Background: an optimization exercise with open tools, aiming at small area. Do not read the settings as production practice.
Function was checked by simulation only, so behaviour that the tests miss may differ from the original.

[design/flow/config.mk]
export PLATFORM = sky130hd
export DESIGN_NAME = cpu
export DESIGN_NICKNAME = cpu
export VERILOG_FILES = /design/flow/design.v
export SDC_FILE = /design/flow/constraint.sdc
export NUM_CORES = 4
export LEC_CHECK = 0
export CAP_MARGIN = 20
export CORE_MARGIN = 2
export CORE_UTILIZATION = 40
export SLEW_MARGIN = 20
[design/flow/constraint.sdc]
create_clock -name core_clock -period 250.0 [get_ports {clk}]
set_input_delay 50.0000 -clock core_clock [delete_from_list [all_inputs] [get_ports {clk}]]
set_output_delay 50.0000 -clock core_clock [all_outputs]
set_load 0.01 [all_outputs]
[design/flow/design.v]
`timescale 1ns/1ps
module alu (
    input wire [18:0] a,
    input wire [18:0] b,
    input wire [2:0] alu_op,
    output reg zero,
    output reg [18:0] result
);
localparam ADD=3'b000;
localparam SUB=3'b001;
localparam MUL=3'b010;
localparam DIV=3'b011;
localparam AND=3'b100;
localparam OR=3'b101;
localparam XOR=3'b110;
localparam NOT=3'b111;
always @(*) begin
    case (alu_op)
        ADD: result=a+b;
        SUB: result=a-b;
        MUL: result=a*b;
        DIV: result= (b==0) ?19'd0:(a/b);
        AND: result=a&b;
        OR: result =a|b;
        XOR: result =a^b;
        NOT: result=~a;
        default: result = 19'd0;
    endcase
    zero=(result==19'd0);
end
endmodule  
`timescale 1ns/1ps
module alu_control (
    input wire [1:0] types,
    input wire [2:0] alu_type,
    input wire [1:0] funct2,
    output reg [2:0] alu_op
);
localparam ADD=3'b000;
localparam SUB=3'b001;
localparam MUL=3'b010;
localparam DIV=3'b011;
localparam AND=3'b100;
localparam OR=3'b101;
localparam XOR=3'b110;
localparam NOT=3'b111;
always @(*) begin
    case (types)
        2'b00: begin   
            case (alu_type)
                ADD: alu_op=ADD;
                SUB: alu_op=SUB;
                MUL: alu_op=MUL;
                DIV: alu_op=DIV;
                AND:alu_op=AND;
                OR:alu_op=OR;
                XOR:alu_op=XOR;
                NOT:alu_op=NOT;
                default:alu_op=ADD;
            endcase
        end
        2'b01: begin
            case (funct2)
                2'b00: alu_op = ADD; 
                2'b01: alu_op = SUB; 
                2'b10: alu_op = NOT;
                2'b11: alu_op = ADD;
                default: alu_op = ADD;
            endcase
        end
default: alu_op = ADD; 
    endcase
end
endmodule 
`timescale 1ns/1ps
module branch (
    input wire [1:0] types,
    input wire [3:0] opcode,
    input wire [18:0] readdata1,
    input wire [18:0] readdata2,
    input wire [18:0] pc_current,
    input wire [10:0] jump_addr,
    input wire [7:0] branch_addr,
    input wire [18:0] subroutine_pc_next,
    input wire subroutine_pc_src,
    input wire program_end,
    output reg [18:0] pc_next,
    output reg pc_src
);
always @(*) begin
    pc_src=1'b0;
    pc_next=pc_current+19'd1;
    if(!program_end) begin
    if(subroutine_pc_src)begin  
    pc_src=1'b1;
    pc_next=subroutine_pc_next;
    end
    else
        begin
case (types)
    2'b10:begin  
    if(opcode==4'b0011) begin
        pc_src=1'b1;
        pc_next={8'd0,jump_addr};
    end
    end
    2'b11: begin  
        if(opcode==4'b0100) begin
            if(branch_addr[0]==1'b0) begin
                if(readdata1==readdata2) begin
                    pc_src=1'b1;
                    pc_next={12'd0,branch_addr[7:1]};
                end
            end else if(branch_addr[0]==1'b1) begin
                if(readdata1!=readdata2) begin
                    pc_src=1'b1;
                    pc_next={12'd0,branch_addr[7:1]};
                end
            end
        end
    end
    default: begin
        pc_src=1'b0;
    end
endcase
        end
    end
    else
        begin
            pc_src=1'b0;
            pc_next=pc_current;  
        end
end
endmodule  
`timescale 1ns/1ps
module control (
    input wire [3:0] opcode,
    input wire program_end,
 output reg alu_use,
    output reg regwrite,
    output reg jump_en,
    output reg branch_en,
    output reg call_en,
    output reg ret_en,
    output reg mem_read,
    output reg mem_write,
    output reg encr_en,
    output reg decr_en,
    output reg fft_en
);
always @(*) begin
regwrite = 1'b0;
 alu_use=1'b0;
jump_en=1'b0;
branch_en=1'b0;
ret_en=1'b0;
call_en=1'b0;
mem_read=1'b0;
mem_write=1'b0;
encr_en=1'b0;
decr_en=1'b0;
fft_en=1'b0;
if(!program_end) begin
    case (opcode)
        4'b0001: begin  
            regwrite=1'b1;
            alu_use=1'b1;
        end
        4'b0010: begin  
            regwrite=1'b1;
            alu_use=1'b1;
        end
        4'b0011: begin  
            jump_en=1'b1;
        end
        4'b0100: begin  
            branch_en=1'b1;
        end
        4'b0101: begin  
            regwrite=1'b1;  
            mem_read=1'b1;
        end
        4'b0110: begin  
            mem_write=1'b1;
        end
        4'b0111: begin  
            call_en=1'b1;
        end
        4'b1000: begin  
           ret_en=1'b1;
        end
    4'b1001: begin  
        mem_read=1'b1;
        mem_write=1'b1;
        encr_en=1'b1;
    end
    4'b1010: begin  
        mem_read=1'b1;
        mem_write=1'b1;
        decr_en=1'b1;
    end
    4'b1011: begin  
        mem_read=1'b1;
        mem_write=1'b1;
        fft_en=1'b1;
    end
         default: begin
            regwrite = 1'b0;
            alu_use  = 1'b0;
        end
    endcase
end
end
endmodule  
`timescale 1ns/1ps
module data_memory (
    input wire clk,
    input wire reset,
    input wire [3:0] addr,
    input wire [18:0] write_data,
    input wire mem_write,
    input wire mem_read,
    output reg [18:0] read_data
);
reg [18:0] data_mem [0:15];
integer i;
always @(posedge clk or posedge reset) begin
    if (reset) begin
        for (i = 0; i < 16; i = i + 1) begin
            data_mem[i] <= 19'd0;
        end
        data_mem[0] <= 19'd5;
        data_mem[1] <= 19'b0011010001010110110;
        data_mem[2] <= 19'd0;
        data_mem[3] <= 19'd0;
        data_mem[4] <= 19'd3;
    end else if (mem_write) begin
        data_mem[addr] <= write_data;
    end
end
always @(*) begin
    if (mem_read) begin
        read_data = data_mem[addr];
    end else begin
        read_data = 19'd0;
    end
end
endmodule
`timescale 1ns/1ps
module encrdecr (
    input wire [18:0] a,
    input wire encr_en,
    input wire decr_en,
    output reg [18:0] result
);
parameter [18:0] key = 19'h1A2B3;
always @(*) begin
    result = 19'd0; 
    if (encr_en) begin
        result = a ^ key;
    end
    else if (decr_en) begin
        result = a ^ key; 
    end
end
endmodule
`timescale 1ns/1ps
module fft (
    input wire [18:0] a,
    input wire fft_en,
    output reg [18:0] fft_result
);
reg signed [18:0] real_part;
reg signed [18:0] temp_calc;
reg [2:0] freq_bin;
always @(*) begin
    fft_result = 19'd0;
    real_part = 19'd0;
    temp_calc = 19'd0;
    freq_bin = 3'd0;
    if(fft_en) begin
        real_part = $signed(a);
        freq_bin = real_part[2:0];
        case (freq_bin)
            3'b000: begin
                fft_result = real_part;
            end
            3'b001: begin
                temp_calc = (real_part * 707) / 1000;
                fft_result = temp_calc[18:0];
            end
            3'b010: begin
                fft_result = real_part;
            end
            3'b011: begin
                temp_calc = (real_part * 707) / 1000;
                fft_result = temp_calc[18:0];
            end
            3'b100: begin
                fft_result = ~real_part;
            end
            3'b101: begin
                temp_calc = (real_part * 707) / 1000;
                fft_result = ~temp_calc[18:0];
            end
            3'b110: begin
                fft_result = real_part;
            end
            3'b111: begin
                temp_calc = (real_part * 707) / 1000;
                fft_result = ~temp_calc[18:0];
            end
            default: begin
                fft_result = real_part;
            end
        endcase
        if(fft_result[18] == 1'b1) begin
            fft_result = ~fft_result + 1'b1;
        end
    end
    else begin
        fft_result = 19'd1;
    end
end
endmodule  
`timescale 1ns/1ps
module instr_parser (
    input wire [18:0] instr,
    output reg [3:0] opcode,
    output reg  [3:0] rs1,
    output reg  [3:0] rs2,
    output reg  [3:0] rd,
    output reg [1:0] funct2,
    output reg [2:0] alu_type,
    output reg [10:0] jump_addr,
    output reg [7:0] branch_addr,
    output reg [7:0] mem_addr,
    output reg [10:0] call_addr
);
always @(*) begin
    opcode =instr[18:15];
rs1=4'd0;
rs2=4'd0;
rd=4'd0;
alu_type=3'd0;
funct2=2'd0;
jump_addr=11'd0;
call_addr=11'd0;
branch_addr=8'd0;
mem_addr=8'd0;
case (opcode)
    4'b0001: begin  
rs1=instr[14:11];
rs2=instr[10:7];
rd=instr[6:3];
alu_type=instr[2:0];
    end
    4'b0010: begin 
rs1=instr[14:11];
funct2=instr[10:9];
rd=instr[6:3];
    end
    4'b0011: begin 
    jump_addr=instr[10:0];
    end
    4'b0100: begin 
rs1=instr[14:11];
rs2=instr[10:7];
branch_addr=instr[7:0];
    end
    4'b0101: begin  
rd=instr[14:11];
mem_addr=instr[7:0];
    end
     4'b0110: begin  
rs1=instr[14:11];
mem_addr=instr[7:0];
    end
     4'b0111: begin  
        call_addr=instr[10:0];
    end
    4'b1000: begin  
    end
    4'b1001: begin  
        rs1=instr[14:11];
mem_addr=instr[7:0];
    end
    4'b1010: begin  
rs1=instr[14:11];
mem_addr=instr[7:0];
    end
    4'b1011: begin  
       rs1=instr[14:11];
mem_addr=instr[7:0]; 
    end
    default: begin
rs1=instr[14:11];
rs2=instr[10:7];
rd=instr[6:3];
alu_type=instr[2:0];
    end
endcase
end
endmodule  
`timescale 1ns/1ps
module pc (
    input wire clk,
    input wire reset,
    input wire [18:0] pc_in,
    output reg [18:0] pc_out
);
always @(posedge clk or posedge reset) begin
    if (reset) begin
        pc_out <= 19'd0;
    end else begin
        pc_out <= pc_in;
    end
end
endmodule
`timescale 1ns/1ps
module register_file (
    input wire clk,
    input wire reset,
    input wire [3:0] rs1,
    input wire [3:0] rs2,
    input wire [3:0] rd,
    input wire [18:0] write_data,
    input wire regwrite,
    output wire [18:0] readdata1,
    output wire [18:0] readdata2
);
reg [18:0] mem [0:15];
integer i;
always @(posedge clk or posedge reset) begin
    if (reset) begin
        for (i = 0; i < 16; i = i + 1) begin
            mem[i] <= 19'd0;
        end
    end else if (regwrite) begin
        if (rd != 4'd0) begin  
            mem[rd] <= write_data;
        end
    end
end
assign readdata1 = (rs1 == 4'd0) ? 19'd0 : mem[rs1];
assign readdata2 = (rs2 == 4'd0) ? 19'd0 : mem[rs2];
endmodule
`timescale 1ns/1ps
module stack (
    input wire clk,
    input wire reset,
    input wire [18:0] push_data,
    input wire push,
    input wire pop,
    output reg [18:0] pop_data,
    output reg [3:0] sp,
    output wire stack_empty,
    output wire stack_full
);
integer i;
reg [18:0] stack_mem [0:15];
always @(posedge clk or posedge reset) begin
    if(reset) begin
        sp <= 4'd15;
        for(i = 0; i < 16; i = i + 1) begin
            stack_mem[i] <= 19'd0;
        end
    end
    else begin
        if(push && !stack_full) begin
            sp <= sp - 4'd1;
            stack_mem[sp - 4'd1] <= push_data;
        end
        else if(pop && !stack_empty) begin
            sp <= sp + 4'd1;
        end
    end
end
always @(*) begin
    if (!stack_empty) begin
        pop_data = stack_mem[sp];
    end
    else
        pop_data = 19'd0;
end
assign stack_empty = (sp >= 4'd15);
assign stack_full = (sp == 4'd0);
endmodule
`timescale 1ns/1ps
module subroutine (
    input wire clk,
    input wire reset,
    input wire [3:0] opcode,
    input wire [18:0] pc_current,
    input wire [10:0] call_addr,
    input wire call_en,
    input wire ret_en,
    input wire program_end,
    output reg [18:0] pc_next,
    output reg pc_src,   
    output wire [18:0] stack_top,   
    output wire [3:0] sp_out,       
    output wire stack_empty,
    output wire stack_full
);
wire [18:0] pop_data;
reg [18:0] push_data;
reg push, pop;
stack stack_inst (
    .clk(clk),
    .reset(reset),
    .push_data(push_data),
    .push(push),
    .pop(pop),
    .pop_data(pop_data),
    .sp(sp_out),
    .stack_empty(stack_empty),
    .stack_full(stack_full)
);
assign stack_top = pop_data;
always @(*) begin
    pc_src = 1'b0;
    pc_next = pc_current + 19'd1;
    push = 1'b0;
    pop = 1'b0;
    push_data = 19'd0;
    if (!program_end) begin
        if (opcode == 4'b0111 && call_en) begin 
            if (!stack_full) begin
                pc_src = 1'b1;
                pc_next = {8'd0, call_addr}; 
                push = 1'b1;
                push_data = pc_current + 19'd1; 
            end
        end else if (opcode == 4'b1000 && ret_en) begin 
            if (!stack_empty) begin
                pc_src = 1'b1;
                pc_next = pop_data;  
                pop = 1'b1;
            end
        end
    end else begin
        pc_next = pc_current;
    end
end
endmodule
`timescale 1ns/1ps
module type_decode (
    input wire [3:0] opcode,
    output reg [1:0] types
);
always @(*) begin
    case (opcode)
        4'b0001: types = 2'b00;   
        4'b0101: types = 2'b00;   
        4'b0110: types = 2'b00;   
4'b1001: types=2'b00;
4'b1010: types=2'b00;
4'b1011: types=2'b00;
        4'b0010: types = 2'b01;  
        4'b0011: types=2'b10;  
        4'b0111: types=2'b10;  
        4'b1000: types=2'b10;  
        4'b0100:types=2'b11;  
        default: types = 2'b00; 
    endcase
end
endmodule  
`timescale 1ns/1ps
module cpu (
    input wire clk,
    input wire reset,
    input wire [18:0] instr,
    output wire [18:0] pc,
    output wire halted,
    output wire rf_we,
    output wire [3:0] rf_waddr,
    output wire [18:0] rf_wdata,
    output wire dm_we,
    output wire [3:0] dm_waddr,
    output wire [18:0] dm_wdata
);
    wire [18:0] instruction;
    wire [3:0]  opcode, rs1, rs2, rd;
    wire [2:0]  alu_type, alu_op;
    wire [1:0]  funct2, types;
    wire [10:0] jump_addr, call_addr;
    wire [7:0]  branch_addr, mem_addr;
    wire [18:0] readdata1, readdata2, result, alu_b, mem_data, write_data;
    wire regwrite, alu_use, branch_en, jump_en, mem_read, mem_write, call_en, ret_en, pc_src, zero;
    wire [18:0] pc_out_internal, pc_next, pc_in;
    wire [18:0] subroutine_pc_next;
    wire subroutine_pc_src;
    wire [18:0] encr_result,fft_result;
    wire encr_en_out, decr_en_out, fft_en_out;
    wire [18:0] stack_top_out;
    wire [3:0] sp_out;
    wire stack_empty_out, stack_full_out;
    wire [18:0] dm_write_data;
    assign dm_write_data = (encr_en_out || decr_en_out) ? encr_result : ((fft_en_out) ? fft_result : readdata1);
    reg program_end;
pc p1 (
        .clk(clk),
        .reset(reset),
        .pc_in(pc_in),
        .pc_out(pc_out_internal)
    );
    always @(*) begin
        program_end = (pc_out_internal > 19'd31);
    end
    assign instruction = instr;
instr_parser instr_parser1 (
        .instr(instruction),
        .opcode(opcode),
        .rs1(rs1),
        .rs2(rs2),
        .rd(rd),
        .alu_type(alu_type),
        .funct2(funct2),
        .jump_addr(jump_addr),
        .branch_addr(branch_addr),
        .mem_addr(mem_addr),
        .call_addr(call_addr)
    );
    type_decode type_decoder1 (
        .opcode(opcode),
        .types(types)
    );
    alu_control alu_control1 (
        .types(types),
        .alu_type(alu_type),
        .funct2(funct2),
        .alu_op(alu_op)
    );
    register_file register_file1 (
        .clk(clk),
        .reset(reset),
        .rs1(rs1),
        .rs2(rs2),
        .rd(rd),
        .write_data(write_data),
        .regwrite(regwrite && !program_end),
        .readdata1(readdata1),
        .readdata2(readdata2)
    );
    data_memory data_mem1 (
        .clk(clk),
        .reset(reset),
        .addr(mem_addr[3:0]), 
        .write_data(dm_write_data),
        .mem_write(mem_write && !program_end),  
        .mem_read(mem_read),   
        .read_data(mem_data)   
    );
    subroutine subroutine1 (
        .clk(clk),
        .reset(reset),
        .opcode(opcode),
        .pc_current(pc_out_internal),
        .call_addr(call_addr),
        .call_en(call_en),
        .ret_en(ret_en),
        .program_end(program_end),
        .pc_next(subroutine_pc_next),
        .pc_src(subroutine_pc_src),
        .stack_top(stack_top_out),
        .sp_out(sp_out),
        .stack_empty(stack_empty_out),
        .stack_full(stack_full_out)
    );
    assign alu_b = (types == 2'b01 && (funct2 == 2'b00 || funct2 == 2'b01)) ? 19'd1 : readdata2;
    alu alu1 (
        .alu_op(alu_op),
        .a(readdata1),
        .b(alu_b),
        .result(result),
        .zero(zero)
    );
    branch branch1 (
        .types(types),
        .opcode(opcode),
        .readdata1(readdata1),
        .readdata2(readdata2),
        .pc_current(pc_out_internal),
        .jump_addr(jump_addr),
        .branch_addr(branch_addr),
        .subroutine_pc_next(subroutine_pc_next),
        .subroutine_pc_src(subroutine_pc_src),
        .pc_next(pc_next),
        .pc_src(pc_src),
        .program_end(program_end)
    );
    control control1 (
        .opcode(opcode),
        .regwrite(regwrite),
        .alu_use(alu_use),
        .branch_en(branch_en),
        .jump_en(jump_en),
        .mem_read(mem_read),
        .mem_write(mem_write),
        .call_en(call_en),
        .ret_en(ret_en),
        .program_end(program_end),
        .encr_en(encr_en_out),
        .decr_en(decr_en_out),
        .fft_en(fft_en_out)
    );
   encrdecr encrdecr1(
        .a(mem_data),
        .encr_en(encr_en_out),
        .decr_en(decr_en_out),
        .result(encr_result)
    );
fft fft1(
    .a(mem_data),
    .fft_en(fft_en_out),
    .fft_result(fft_result)
);
    assign write_data = (opcode == 4'b0101) ? mem_data : 
                       ((encr_en_out || decr_en_out) ? encr_result : ((fft_en_out) ? fft_result : result));
    assign pc_in = program_end ? pc_out_internal : (pc_src ? pc_next : (pc_out_internal + 19'd1));
    assign pc = pc_out_internal;
    assign halted = program_end;
    assign rf_we = regwrite && !program_end && (rd != 4'd0);
    assign rf_waddr = rd;
    assign rf_wdata = write_data;
    assign dm_we = mem_write && !program_end;
    assign dm_waddr = mem_addr[3:0];
    assign dm_wdata = dm_write_data;
endmodule
[design/flow/run.sh]
#!/bin/bash
# synth_recipe.tcl (not shown) runs the flow's synth.tcl, then flattens the netlist and writes it again
# the make line also repeats each setting of config.mk as NAME=value (left out here)
make -C /OpenROAD-flow-scripts/flow DESIGN_CONFIG=/design/flow/config.mk WORK_HOME=/design/flow/orfs CLKGATE_MAP_FILE= SYNTH_SCRIPT=/design/flow/synth_recipe.tcl finish
==> results.yml <==
global_route:
  first_global_vias: 61900
  grt_first_pass_wirelength_um: 391000
  grt_util_all_layers_pct: 28.7
  antenna_found_initial: 9
  overflow: 0
  grt_max_degree: 177
route:
  dr_wl_met2_um: 115000
  vias: 64000
  via_per_inst: 6.15
  finalWirelength_um: 257000
  wl_per_cell_um: 24.7
  drt_iter0_drc: 7049
  top_layer: "met5"
  final_antenna_net_count: 0
  drtPass1Iterations: 10
  drt-met1-wl_um: 108000
  wl_met3_um: 21800
  drc_errors: 0
clocking:
  cts-htree-levels: 3
  ctsHoldBuffers: 0
  ctsResizeCount: 0
  cts_buffers: 96
  clk_latency_ns: 0.76
  cts-root-buf: "clkbuf_16"
  clock_sinks: 915
  cts_setup_buffers: 0
  cts_buffer_depth: 3
  clk_pin_slew_ns: 0.06
  cts_tree: "built"
worst_setup_path:
  cpPeakStageDelay_ns: 0.80
  worstPathArrival_ns: 103.04
  cpMaxStageDelayCell: "a21oi_1"
  critical_path.max_fanout: 34
  path_common_cell: "o21a_1"
  path_class: "input port to primary output"
  cp-end-kind: "primary output"
  critPathRequiredTime_ns: 200.00
  start_kind: "input port"
yosys:
  synth_fa_ha_area_share_pct: 12.4
  syn_area_per_cell_um2: 8.62
  synth-simple-area-share_pct: 17.7
  syn_area_mm2: 0.0695
  synth-xor-area-share_pct: 3.62
  ys_seq_area_share_pct: 33.0
  synth_area_leaders: "dfrtp_1 (32%), ha_1 (7.3%), nand2_1 (5.9%)"
  synth_edf_count: 0
  synth_top_area_cell: "dfrtp_1"
  synth_common_cells: "nand2_1 (1,089), dfrtp_1 (898), o21ai_0 (632), nor2_1 (574), inv_1 (446)"
  synth.most_common_cell: "nand2_1"
  synth_cell_types: 132
  synth_seq_cells: 915
  synth_top_family_by_area: "compound AO/OA/AOI/OAI gates"
  synthCells: 8058
  synth_top_area_share_pct: 32.3
  ys.flop_type: "dfrtp_1"
  synthMuxAreaShare_pct: 3.28
  synth_nets: 8659
  synthArstFlopShare_pct: 100
  ys_warn_count: 17
  synth_compound_area_share_pct: 24.8
die:
  row_count: 152
  die_x_um: 421
  die_area_mm2: 0.177
  die_h_um: 421
  io_pins: 89
  start_util_pct: 40.4
  fp.coreArea_mm2: 0.172
timing:
  rsz0062_at_grt: "no"
  setup_tns_ns: 0
  slew_violations: 0
  fin_crit_sh_pct: 61.2
  hold_ws_ns: 0.463
  worstMarginPinSlew_ns: 1.22
  slew_headroom_pct: 17.8
  fmax_mhz: 6.53
  setup_viol: 0
  fin_skew_ns: 0.0686
  post-route-min-period_ns: 153.04
  hold_viol_final: 0
worst_hold_path:
  hold_class: "flip-flop to flip-flop"
final_layout:
  drive_gt1_share_pct: 8.52
  syn_to_final_growth_pct: 10.7
  final_nets: 8624
  nFillCells: 16900
run:
  max_cap_violations: 0
place:
  gp_congestion: 0.986
  port_buffers: 88
  hpwl_um: 181000
outcome:
  status: "finished clean"
-- worst paths after layout --
| path | start | to | slack (ns) | cells past startpoint |
|---|---|---|---|---|
| hold / removal | data_mem1.data_mem[1][7] | data_mem1.data_mem[1][7] | 0.46 | 2 |
| setup / recovery | instr[16] | rf_wdata[0] | 96.96 | 248 |
| hold reg to reg | data_mem1.data_mem[1][7] | data_mem1.data_mem[1][7] | 0.46 | 2 |
| max in group asynchronous | reset | register_file1.mem[15][3] | 196.27 | 6 |
| setup reg to reg | register_file1.mem[13][12] | register_file1.mem[5][0] | 198.63 | 239 |
| min in group asynchronous | reset | subroutine1.stack_inst.stack_mem[3][12] | 49.88 | 2 |
-- worst max-delay path: cells and delay by family --
family / cells / cell delay (ns)
XOR/XNOR: 1 / 0.07
buffers and inverters: 12 / 3.45
multiplexers: 13 / 3.95
AND/OR/NAND/NOR: 47 / 9.91
AO/OA/AOI/OAI: 156 / 29.52
adder cells (fa/ha/maj): 19 / 6.07
-- through the flow --
stage / std cells / setup WS, ns / util [%] / cell area, µm²
after floorplan: 8058 / 104.20 / - / 69500
after global routing: 10400 / 93.09 / 44.7 / 76900
after detailed placement: 10200 / 97.81 / 42.6 / 73400
after global placement: 10200 / 99.23 / 42.6 / 73300
final: 10400 / 96.96 / 44.7 / 76900
after CTS: 10400 / 97.58 / 44.6 / 76800
-- cell usage in the layout (no fill, tap or decap), types with 51 or more instances in the layout --
cell type	synthesis	routed
mux2_2	87	87
o31ai_1	120	116
nand2_1	1089	1083
a21oi_1	280	279
and2_1	266	265
o21ai_1	149	149
dfrtp_1	898	898
fa_1	173	173
inv_1	446	445
a22oi_1	250	250
a221oi_1	119	119
xor2_1	67	66
nand3_1	125	125
nand2b_1	53	53
nor3_1	196	183
a21o_1	77	77
a31oi_1	137	136
o21ai_0	632	631
nor2_1	574	566
nand4_1	91	91
ha_1	407	407
o21a_1	160	160
clkbuf_16	0	96
mux2i_1	82	77
a22o_1	119	119
xnor2_1	213	210
a222oi_1	51	51
clkdlybuf4s50_1	0	86
buf_4	23	231
-- state kept, by name, indices dropped and copies added, names as in the netlist --
signal                            cells
subroutine1.stack_inst.sp             4
data_mem1.data_mem                  304
p1.pc_out                            19
subroutine1.stack_inst.stack_mem    303
register_file1.mem                  285
-- cell families (layout without fill, tap and decap cells) --
logic type	after synthesis	after routing
compound gates	2510	2510
xor+xnor	284	284
fa+ha+maj	584	584
buf+inv	914	959
flops	915	915
mux	193	193
other cells	0	3
simple gates	2658	2658
-- routing by layer --
metal | vias up | global-route usage [%]
li1 | 29100 | -
met4 | 8 | 12.7
met1 | 31500 | 38.4
met3 | 652 | 5.53
met5 | - | 0
met2 | 2806 | 45.2
-- cell type report --
class                           instances  area, µm²  area share, %
Clock buffer                          142       2770           3.59
Antenna cell                            3       7.51        0.00976
Multi-Input combinational cell       6229      43200           56.2
Sequential cell                       915      22900           29.8
Timing Repair Buffer                  327       2760           3.59
Tap cell                             2310       2890           3.76
Clock inverter                         36        662          0.860
Inverter                              454       1710           2.23

-- re-timing with driven ports --
No port has a modelled driver above. Below, the same layout with a new extraction and two added sets of constraints. Step 1, drivers: a clkbuf_16 drives clk and a buf_2 each remaining input, both assumed. Step 2 also shifts input and output timing later by t, the mid clock arrival at the registers, as if the neighbouring blocks saw the same clock. a / b / c = ideal / step 1 / step 2; a / b = the first two.
t, ns: 0.807
setup WS [ns]: 96.963 / 96.838 / 96.838
worst hold slack (ns): 0.463 / 0.463 / 0.463
worst data-port slew with drivers (ns): 0.18
cell pins on the clock port's net: 1
After both steps this run still meets setup and hold. The setup slack of this run moves by -0.125 ns with the drivers and by -0.125 ns with both steps.
